Context: an optimization exercise on an open-source flow, tuned for small area. The choices shown serve that exercise and are no tape-out recipe. RTL that was checked went through simulation tests only; none was proved equivalent to the original. Power is estimated from default activity; no workload was simulated.

==> 11-13 <==
==> flow/design.v (excerpt) <==
module breakout_top(
    input  wire sys_clk,
    input  wire sys_rst_n,
    input  wire left,
    input  wire right,
    input  wire up,
    input  wire clear_key,
    output wire hsync,
    output wire vsync,
    output wire [15:0] rgb
);
export LEC_CHECK = 0
export CAP_MARGIN = 5
export CORE_MARGIN = 2
export CORE_UTILIZATION = 60
export SLEW_MARGIN = 5
create_clock -name core_clock -period 25.0 [get_ports {sys_clk}]
standard.sh (not shown) runs the stock make flow with config.mk's settings and CLKGATE_MAP_FILE= SYNTH_SCRIPT=/design/flow/synth_recipe.tcl, a recipe that flattens the netlist after the stock synthesis.
==> flow/flow/run.sh <==
#!/bin/bash
# Standard synthesis, then an area-oriented re-mapping of its combinational
# logic (flip-flops untouched; four random seeds of ABC's &deepsyn, the
# smallest result kept), then the standard layout from floorplan on, with
# clock tree synthesis told not to add dummy loads and the ports buffered
# with the smallest buffer.
set -euo pipefail
W=$(pwd)
F=$W/flow
R=$W/orfs/results/$FLOW_PLATFORM/breakout_top/base
YOSYS=$(command -v yosys || echo "$FLOW_HOME/../tools/install/yosys/bin/yosys")
LIB=$FLOW_HOME/platforms/$FLOW_PLATFORM/lib/sky130_fd_sc_hd__tt_025C_1v80.lib

bash standard.sh synth > $W/log_synth.txt 2>&1

cp $R/1_2_yosys.v $W/std_1_2_yosys.v
for s in 1 2 3 4; do
  sed "s/@SEED@/$s/" $F/area.abc > $W/area_$s.abc
  RS_LIB=$LIB RS_DONTUSE=$F/dont_use.txt RS_SCRIPT=$W/area_$s.abc RS_TOP=$FLOW_TOP \
  RS_IN=$W/std_1_2_yosys.v RS_OUT=$W/resynth_$s.v \
    "$YOSYS" -c $F/resynth.tcl > $W/log_resynth_$s.txt 2>&1 &
done
wait || true

best=""
best_area=""
for s in 1 2 3 4; do
  [[ -s $W/resynth_$s.v && -s $W/resynth_$s.v.stat ]] || continue
  a=$(grep "Chip area" $W/resynth_$s.v.stat | awk '{print $NF}')
  [[ -n "$a" ]] || continue
  if [[ -z "$best" ]] || awk -v a="$a" -v b="$best_area" 'BEGIN{exit !(a < b)}'; then
    best=$s; best_area=$a
  fi
done
echo "resynth seeds: best $best area $best_area" > $W/log_pick.txt

# hand the re-mapped netlist to the rest of the standard flow
if [[ -n "$best" ]]; then
  cp $W/resynth_$best.v $R/1_2_yosys.v
  rm -f $R/1_synth.odb $R/1_synth.sdc
fi
bash standard.sh "CTS_ARGS=$(cat $F/cts_args.txt)" "BUFFER_PORTS_ARGS=-buffer_cell sky130_fd_sc_hd__buf_1" finish > $W/log_layout.txt 2>&1
==> flow/flow/area.abc <==
strash
ifraig
scorr
dc2
&get -n
&deepsyn -T 120 -S @SEED@
&put
strash
&get -n
&st
&dch -f
&nf -R 2000 -E 1000
&put
mfs3 -ae
mfs3 -ae
topo
==> flow/flow/cts_args.txt <==
-sink_clustering_enable -repair_clock_nets -dont_use_dummy_load -root_buf sky130_fd_sc_hd__clkbuf_16 -buf_list {sky130_fd_sc_hd__clkbuf_8} -sink_clustering_size 12
==> flow/flow/resynth.tcl <==
# Re-map the combinational logic of the standard synthesis netlist for area.
# The flip-flops are kept as they are (same instances, names and cell types).
yosys -import
set lib $::env(RS_LIB)
set du {}
foreach c [split [string trim [read [open $::env(RS_DONTUSE)]]]] {
  if {$c ne ""} { lappend du -dont_use $c }
}
read_liberty -ignore_miss_func -ignore_miss_dir -ignore_miss_data_latch $lib
foreach m {dfrtp dfxtp dfstp dfrbp dfsbp dfbbp dfbbn dfrtn dfxbp edfxtp edfxbp sdfxtp dlxtp dlrtp} {
  catch { blackbox sky130_fd_sc_hd__${m}_* }
}
read_verilog $::env(RS_IN)
hierarchy -top $::env(RS_TOP)
flatten
opt_clean -purge
opt -fast
abc -liberty $lib {*}$du -script $::env(RS_SCRIPT)
opt_clean -purge
hilomap -singleton -hicell sky130_fd_sc_hd__conb_1 HI -locell sky130_fd_sc_hd__conb_1 LO
insbuf -buf sky130_fd_sc_hd__buf_1 A X
splitnets
opt_clean -purge
tee -o $::env(RS_OUT).stat stat -liberty $lib
write_verilog -noattr -nohex -nodec $::env(RS_OUT)
Other scripts of this flow, unchanged in this note and not shown: flow/flow/dont_use.txt
==> 05-26 (differences from 11-13) <==
--- a/flow/design.v
+++ b/flow/design.v
@@ -31,21 +31,30 @@
     input  wire       sys_clk,
     input  wire       sys_rst_n,
     input  wire       start_key,
     input  wire       lose_sig,
     input  wire       win_sig,
-    input  wire       idle_done,      
     output reg  [1:0] game_state,
     output reg        game_reset
 );
     localparam S_IDLE = 2'b00;
     localparam S_PLAY = 2'b01;
     localparam S_WIN  = 2'b10;
     localparam S_END  = 2'b11;
+    reg [12:0] idle_cnt;
+    wire idle_done = (idle_cnt == 13'd3458);
     reg [1:0] next_state;
     always @(posedge sys_clk or negedge sys_rst_n) begin
         if (!sys_rst_n)
+            idle_cnt <= 13'd0;
+        else if (game_state != S_IDLE)
+            idle_cnt <= 13'd0;
+        else if (!idle_done)
+            idle_cnt <= {idle_cnt[11:0], ~(idle_cnt[12] ^ idle_cnt[3] ^ idle_cnt[2] ^ idle_cnt[0])};
+    end
+    always @(posedge sys_clk or negedge sys_rst_n) begin
+        if (!sys_rst_n)
             game_state <= S_IDLE;
         else
             game_state <= next_state;
     end
     always @(*) begin
@@ -63,11 +72,10 @@
 module MoveBall_logic (
     input  wire       vga_clk,
     input  wire       sys_rst_n,
     input  wire [9:0] hx,
     input  wire [9:0] vy,
-    input  wire       first_col,
     input  wire       last_col,
     input  wire       left,
     input  wire       right,
     input  wire       any_hit,
     input  wire [1:0] game_state,
@@ -190,35 +198,29 @@
                 wrap_ball = 1'b1;
             default: wrap_ball = 1'b0;
         endcase
     end
     wire [9:0] rx = hx - R;
-    assign is_ball   = play & ~first_col & (last_col ? wrap_ball : circ);
-    assign is_racket = play & ~first_col & ~last_col & (rx <= 10'd80) & (vy >= 10'd440) & (vy <= 10'd450);
+    assign is_ball   = play & (last_col ? wrap_ball : circ);
+    assign is_racket = play & ~last_col & (rx <= 10'd80) & (vy >= 10'd440) & (vy <= 10'd450);
 endmodule
 `timescale 1ns/1ps
 module VGA_Pic(
     input  wire       vga_clk,
-    input  wire       sys_rst_n,
     input  wire [9:0] hx,
     input  wire [9:0] vy,
     input  wire [9:0] ball_x,
     input  wire [9:0] ball_y,
     input  wire [1:0] game_state,
     input  wire       game_reset,
     input  wire       clear_key,
     output reg  [3:0] col,
-    output wire       idle_done,
     output wire       any_hit,
     output reg        win_sig
 );
     wire play = (game_state == 2'b01);
-    reg [12:0] gone_lo;
-    reg [49:13] gone_hi;
-    wire [49:0] gone = {gone_hi, gone_lo};
-    wire idle = (game_state == 2'b00);
-    assign idle_done = (gone_lo == 13'd3458);
+    reg [49:0] brick_status;
     wire [9:0] bcol;
     wire [4:0] hrow;
     genvar g;
     generate
         for (g = 0; g < 10; g = g + 1) begin : gc
@@ -235,29 +237,18 @@
     generate
         for (g = 0; g < 50; g = g + 1) begin : gb
             assign hit_mask[g] = krow[g / 10] & bcol[g % 10];
         end
     endgenerate
-    assign any_hit = |(~gone & hit_mask);
-    always @(posedge vga_clk or negedge sys_rst_n) begin
-        if (!sys_rst_n)
-            gone_lo <= 13'd0;
-        else if (game_reset)
-            gone_lo <= 13'd0;
-        else if (idle) begin
-            if (!idle_done)
-                gone_lo <= {gone_lo[11:0], ~(gone_lo[12] ^ gone_lo[3] ^ gone_lo[2] ^ gone_lo[0])};
-        end else
-            gone_lo <= gone_lo | hit_mask[12:0] | {13{kill_all}};
-    end
+    assign any_hit = |(brick_status & hit_mask);
     always @(posedge vga_clk) begin
         if (game_reset) begin
-            gone_hi <= 37'd0;
+            brick_status <= {50{1'b1}};
             win_sig <= 1'b0;
         end else begin
-            gone_hi <= gone_hi | hit_mask[49:13] | {37{kill_all}};
-            win_sig <= &gone;
+            brick_status <= brick_status & ~hit_mask & {50{~kill_all}};
+            win_sig <= (brick_status == 50'd0);
         end
     end
     wire [9:0] xf;
     wire [4:0] yf;
     generate
@@ -269,19 +260,17 @@
         end
     endgenerate
     wire [4:0] row_on;
     generate
         for (g = 0; g < 5; g = g + 1) begin : gro
-            assign row_on[g] = yf[g] & |(xf & ~gone[10*g+9:10*g]);
+            assign row_on[g] = yf[g] & |(xf & brick_status[10*g+9:10*g]);
         end
     endgenerate
     wire is_text_pixel;
     text_fn text_inst(.tx(hx), .ty(vy), .st(game_state), .is_text(is_text_pixel));
-    always @(posedge vga_clk or negedge sys_rst_n) begin
-        if (!sys_rst_n)
-            col <= 4'b0000;
-        else case (game_state)
+    always @(posedge vga_clk) begin
+        case (game_state)
             2'b01: col <= {row_on[0] | row_on[1] | row_on[2],
                            row_on[1] | row_on[2] | row_on[3],
                            row_on[2] | row_on[3],
                            row_on[4]};
             2'b00: col <= is_text_pixel ? 4'b0110 : 4'b0000;
@@ -367,11 +356,11 @@
     input  wire       sys_rst_n,
     output reg  [9:0] hx,
     output reg  [9:0] vy,
     output wire       hsync,
     output wire       vsync,
-    output wire       first_col,
+    output wire       active,
     output wire       last_col
 );
     always @(posedge vga_clk or negedge sys_rst_n) begin
         if (!sys_rst_n) begin
             hx <= 10'd657;
@@ -382,11 +371,11 @@
                 vy <= (vy == 10'd524) ? 10'd0 : vy + 10'd1;
         end
     end
     assign hsync    = (hx >= 10'd657) && (hx < 10'd753);
     assign vsync    = (vy == 10'd490) || (vy == 10'd491);
-    assign first_col = (hx == 10'd0);       
+    assign active   = (hx != 10'd0) && (hx <= 10'd640) && (vy < 10'd480);
     assign last_col = (hx == 10'd640);
 endmodule
 `timescale 1ns/1ps
 module breakout_top(
     input  wire sys_clk,
@@ -398,47 +387,47 @@
     output wire hsync,
     output wire vsync,
     output wire [15:0] rgb
 );
     wire [9:0] hx, vy;
-    wire first_col, last_col;
+    wire active, last_col;
     wire left_db, right_db, up_db;
     wire [1:0] game_state;
-    wire game_reset, win_sig, lose_sig, any_hit, idle_done;
+    wire game_reset, win_sig, lose_sig, any_hit;
     wire [9:0] ball_x, ball_y;
     wire is_ball, is_racket;
     wire [3:0] col;
     VGA_Ctrl vga_ctrl_inst(
         .vga_clk(sys_clk), .sys_rst_n(sys_rst_n), .hx(hx), .vy(vy),
-        .hsync(hsync), .vsync(vsync), .first_col(first_col), .last_col(last_col)
+        .hsync(hsync), .vsync(vsync), .active(active), .last_col(last_col)
     );
     breakout_debounce #(.DEBOUNCE_TIME(200)) db_left (
         .clk(sys_clk), .reset(sys_rst_n), .in(left), .out(left_db));
     breakout_debounce #(.DEBOUNCE_TIME(200)) db_right (
         .clk(sys_clk), .reset(sys_rst_n), .in(right), .out(right_db));
     breakout_debounce #(.DEBOUNCE_TIME(200)) db_up (
         .clk(sys_clk), .reset(sys_rst_n), .in(up), .out(up_db));
     breakout_fsm Game_Ctrl_inst(
         .sys_clk(sys_clk), .sys_rst_n(sys_rst_n), .start_key(~up_db),
-        .win_sig(win_sig), .lose_sig(lose_sig), .idle_done(idle_done),
+        .win_sig(win_sig), .lose_sig(lose_sig),
         .game_state(game_state), .game_reset(game_reset)
     );
     MoveBall_logic MoveBall_inst(
         .vga_clk(sys_clk), .sys_rst_n(sys_rst_n), .hx(hx), .vy(vy),
-        .first_col(first_col), .last_col(last_col), .left(left_db), .right(right_db), .any_hit(any_hit),
+        .last_col(last_col), .left(left_db), .right(right_db), .any_hit(any_hit),
         .game_state(game_state), .game_reset(game_reset),
         .ball_x(ball_x), .ball_y(ball_y), .is_ball(is_ball), .is_racket(is_racket),
         .lose_sig(lose_sig)
     );
     VGA_Pic vga_pic_inst(
-        .vga_clk(sys_clk), .sys_rst_n(sys_rst_n), .hx(hx), .vy(vy), .ball_x(ball_x), .ball_y(ball_y),
+        .vga_clk(sys_clk), .hx(hx), .vy(vy), .ball_x(ball_x), .ball_y(ball_y),
         .game_state(game_state), .game_reset(game_reset), .clear_key(clear_key),
-        .col(col), .idle_done(idle_done), .any_hit(any_hit), .win_sig(win_sig)
+        .col(col), .any_hit(any_hit), .win_sig(win_sig)
     );
     wire brick = |col;
     wire g_r  = col[3];
     wire g_ga = col[2] | (~brick & ~is_ball & is_racket);
     wire g_gb = col[1] | (~brick & ~is_ball & is_racket);
     wire g_b  = col[0] | (~brick & is_ball);
-    wire [3:0] grp = {g_r, g_ga, g_gb, g_b};
+    wire [3:0] grp = active ? {g_r, g_ga, g_gb, g_b} : 4'b0000;
     assign rgb = {{5{grp[3]}}, grp[2], grp[1], grp[2], grp[1], grp[1], grp[2], {5{grp[0]}}};
 endmodule
==> flow/flow/run.sh (replaced) <==
#!/bin/bash
# Standard synthesis, then an area-oriented re-mapping of its combinational
# logic (flip-flops untouched), then the standard layout from floorplan on,
# with clock tree synthesis told not to add dummy loads and the ports
# buffered with the smallest buffer.
set -euo pipefail
W=$(pwd)
F=$W/flow
R=$W/orfs/results/$FLOW_PLATFORM/breakout_top/base
YOSYS=$(command -v yosys || echo "$FLOW_HOME/../tools/install/yosys/bin/yosys")

bash standard.sh synth > $W/log_synth.txt 2>&1

cp $R/1_2_yosys.v $W/std_1_2_yosys.v
RS_LIB=$FLOW_HOME/platforms/$FLOW_PLATFORM/lib/sky130_fd_sc_hd__tt_025C_1v80.lib \
RS_DONTUSE=$F/dont_use.txt RS_SCRIPT=$F/area.abc RS_TOP=$FLOW_TOP \
RS_IN=$W/std_1_2_yosys.v RS_OUT=$W/resynth.v \
  "$YOSYS" -c $F/resynth.tcl > $W/log_resynth.txt 2>&1

# hand the re-mapped netlist to the rest of the standard flow
cp $W/resynth.v $R/1_2_yosys.v
rm -f $R/1_synth.odb $R/1_synth.sdc
bash standard.sh "CTS_ARGS=$(cat $F/cts_args.txt)" "BUFFER_PORTS_ARGS=-buffer_cell sky130_fd_sc_hd__buf_1" finish > $W/log_layout.txt 2>&1
==> flow/flow/area.abc (replaced) <==
strash
ifraig
scorr
dc2
&get -n
&deepsyn -T 120
&put
dc2
strash
&get -n
&dch -f
&nf -R 1000
&put
==> flow/flow/cts_args.txt (replaced) <==
-sink_clustering_enable -repair_clock_nets -dont_use_dummy_load -root_buf sky130_fd_sc_hd__clkbuf_16 -buf_list {sky130_fd_sc_hd__clkbuf_8}
==> 07-01 (differences from 11-13) <==
CORE_UTILIZATION = 70   (was 60)
==> comparison table <==
| item | 07-01 | 05-26 | 11-13 |
|---|---|---|---|
| Tap cell instance count | 211 | 234 | 229 |
| Final Hold Slack | 0.449 ns | 0.467 ns | 0.463 ns |
| Sequential Power Share | 61.8% | 63.1% | 62.3% |
| Clock Sinks | 166 | 179 | 166 |
| Sum of routed wire segments on met1 | 13900 um | 15400 um | 14800 um |
| Worst R2R Setup Slack | 20.33 ns | 19.97 ns | 19.16 ns |
| Final Critical Period | 8.51 ns | 8.93 ns | 8.87 ns |
| M1 GR Usage | 59.1% | 51.9% | 51.3% |
| Count of non-filler cells in the finished layout | 1695 | 1749 | 1710 |
| Skew-Pair Late Insertion Delay | 0.41 ns | 0.42 ns | 0.40 ns |
| Data-path buffer share of cell area in the final layout | 1.34% | 1.67% | 1.37% |
| Clock network power share | 35.1% | 34.5% | 34.6% |
| Hold Crit Start | db_left.cnt[2] | db_left.cnt[6] | db_left.cnt[6] |
| Share of final-layout standard cells stronger than drive strength 1 | 2.70% | 2.97% | 2.77% |
| Full die area | 16600 um^2 | 20200 um^2 | 19200 um^2 |
| Crit-path most repeated cell | sky130_fd_sc_hd__clkinv_1 | sky130_fd_sc_hd__nor4_1 | - |
| Status | no timing/DRC/antenna violations | no timing/DRC/antenna violations | no timing/DRC/antenna violations |
| Growth of design area from synthesis to finish | 5.77% | 6.13% | 6.03% |
| Post-Place Worst Slack | 17.15 ns | 16.64 ns | 16.66 ns |
| Cells after synthesis | 1448 | 1472 | 1445 |
| Minimum setup slack in the final design | 16.49 ns | 16.07 ns | 16.13 ns |
| End of the worst hold path | db_left.cnt[3] | db_left.cnt[7] | db_left.cnt[7] |
| First-pass GRT wire length | 60800 um | 61100 um | 61100 um |
| Area inside the core boundary | 15300 um^2 | 18700 um^2 | 17800 um^2 |
| Number of non-clock buffers in the layout | 32 | 38 | 32 |
| Source of the critical timing path | vga_ctrl_inst.hx[2] | vga_ctrl_inst.hx[4] | vga_ctrl_inst.hx[3] |
The RTL of 05-26 was laid out without a check of its function.

afterwards: timing with drivers on the ports:
Ports are ideal in the flow. The routed layouts listed here were re-timed in OpenROAD.
Step 1 sets driving cells, clkbuf_16 on the clock port and buf_2 on the other inputs (assumed; they add their load-dependent delay and slew).
Step 2 adds t to the input delays and takes it off the output delays; t is the mean of the earliest and latest rising clock arrival at the registers after step 1. Input paths then give back, and output paths get back, about the clock's delay inside the block.
Slacks: no drivers / after step 1 / after step 2; pairs: no drivers / after step 1.
run	shift t [ns]	setup WS [ns]	worst setup path at the end	worst register clock-pin slew, ns	worst slew at a driven data input, ns
11-13	0.427	16.129 / 16.081 / 16.508	register to output	0.11 / 0.11	0.05
05-26	0.440	16.069 / 16.021 / 16.460	register to output	0.12 / 0.12	0.03
07-01	0.435	16.493 / 16.446 / 16.882	register to output	0.10 / 0.10	0.03
After both steps setup and hold are still met in every run listed.
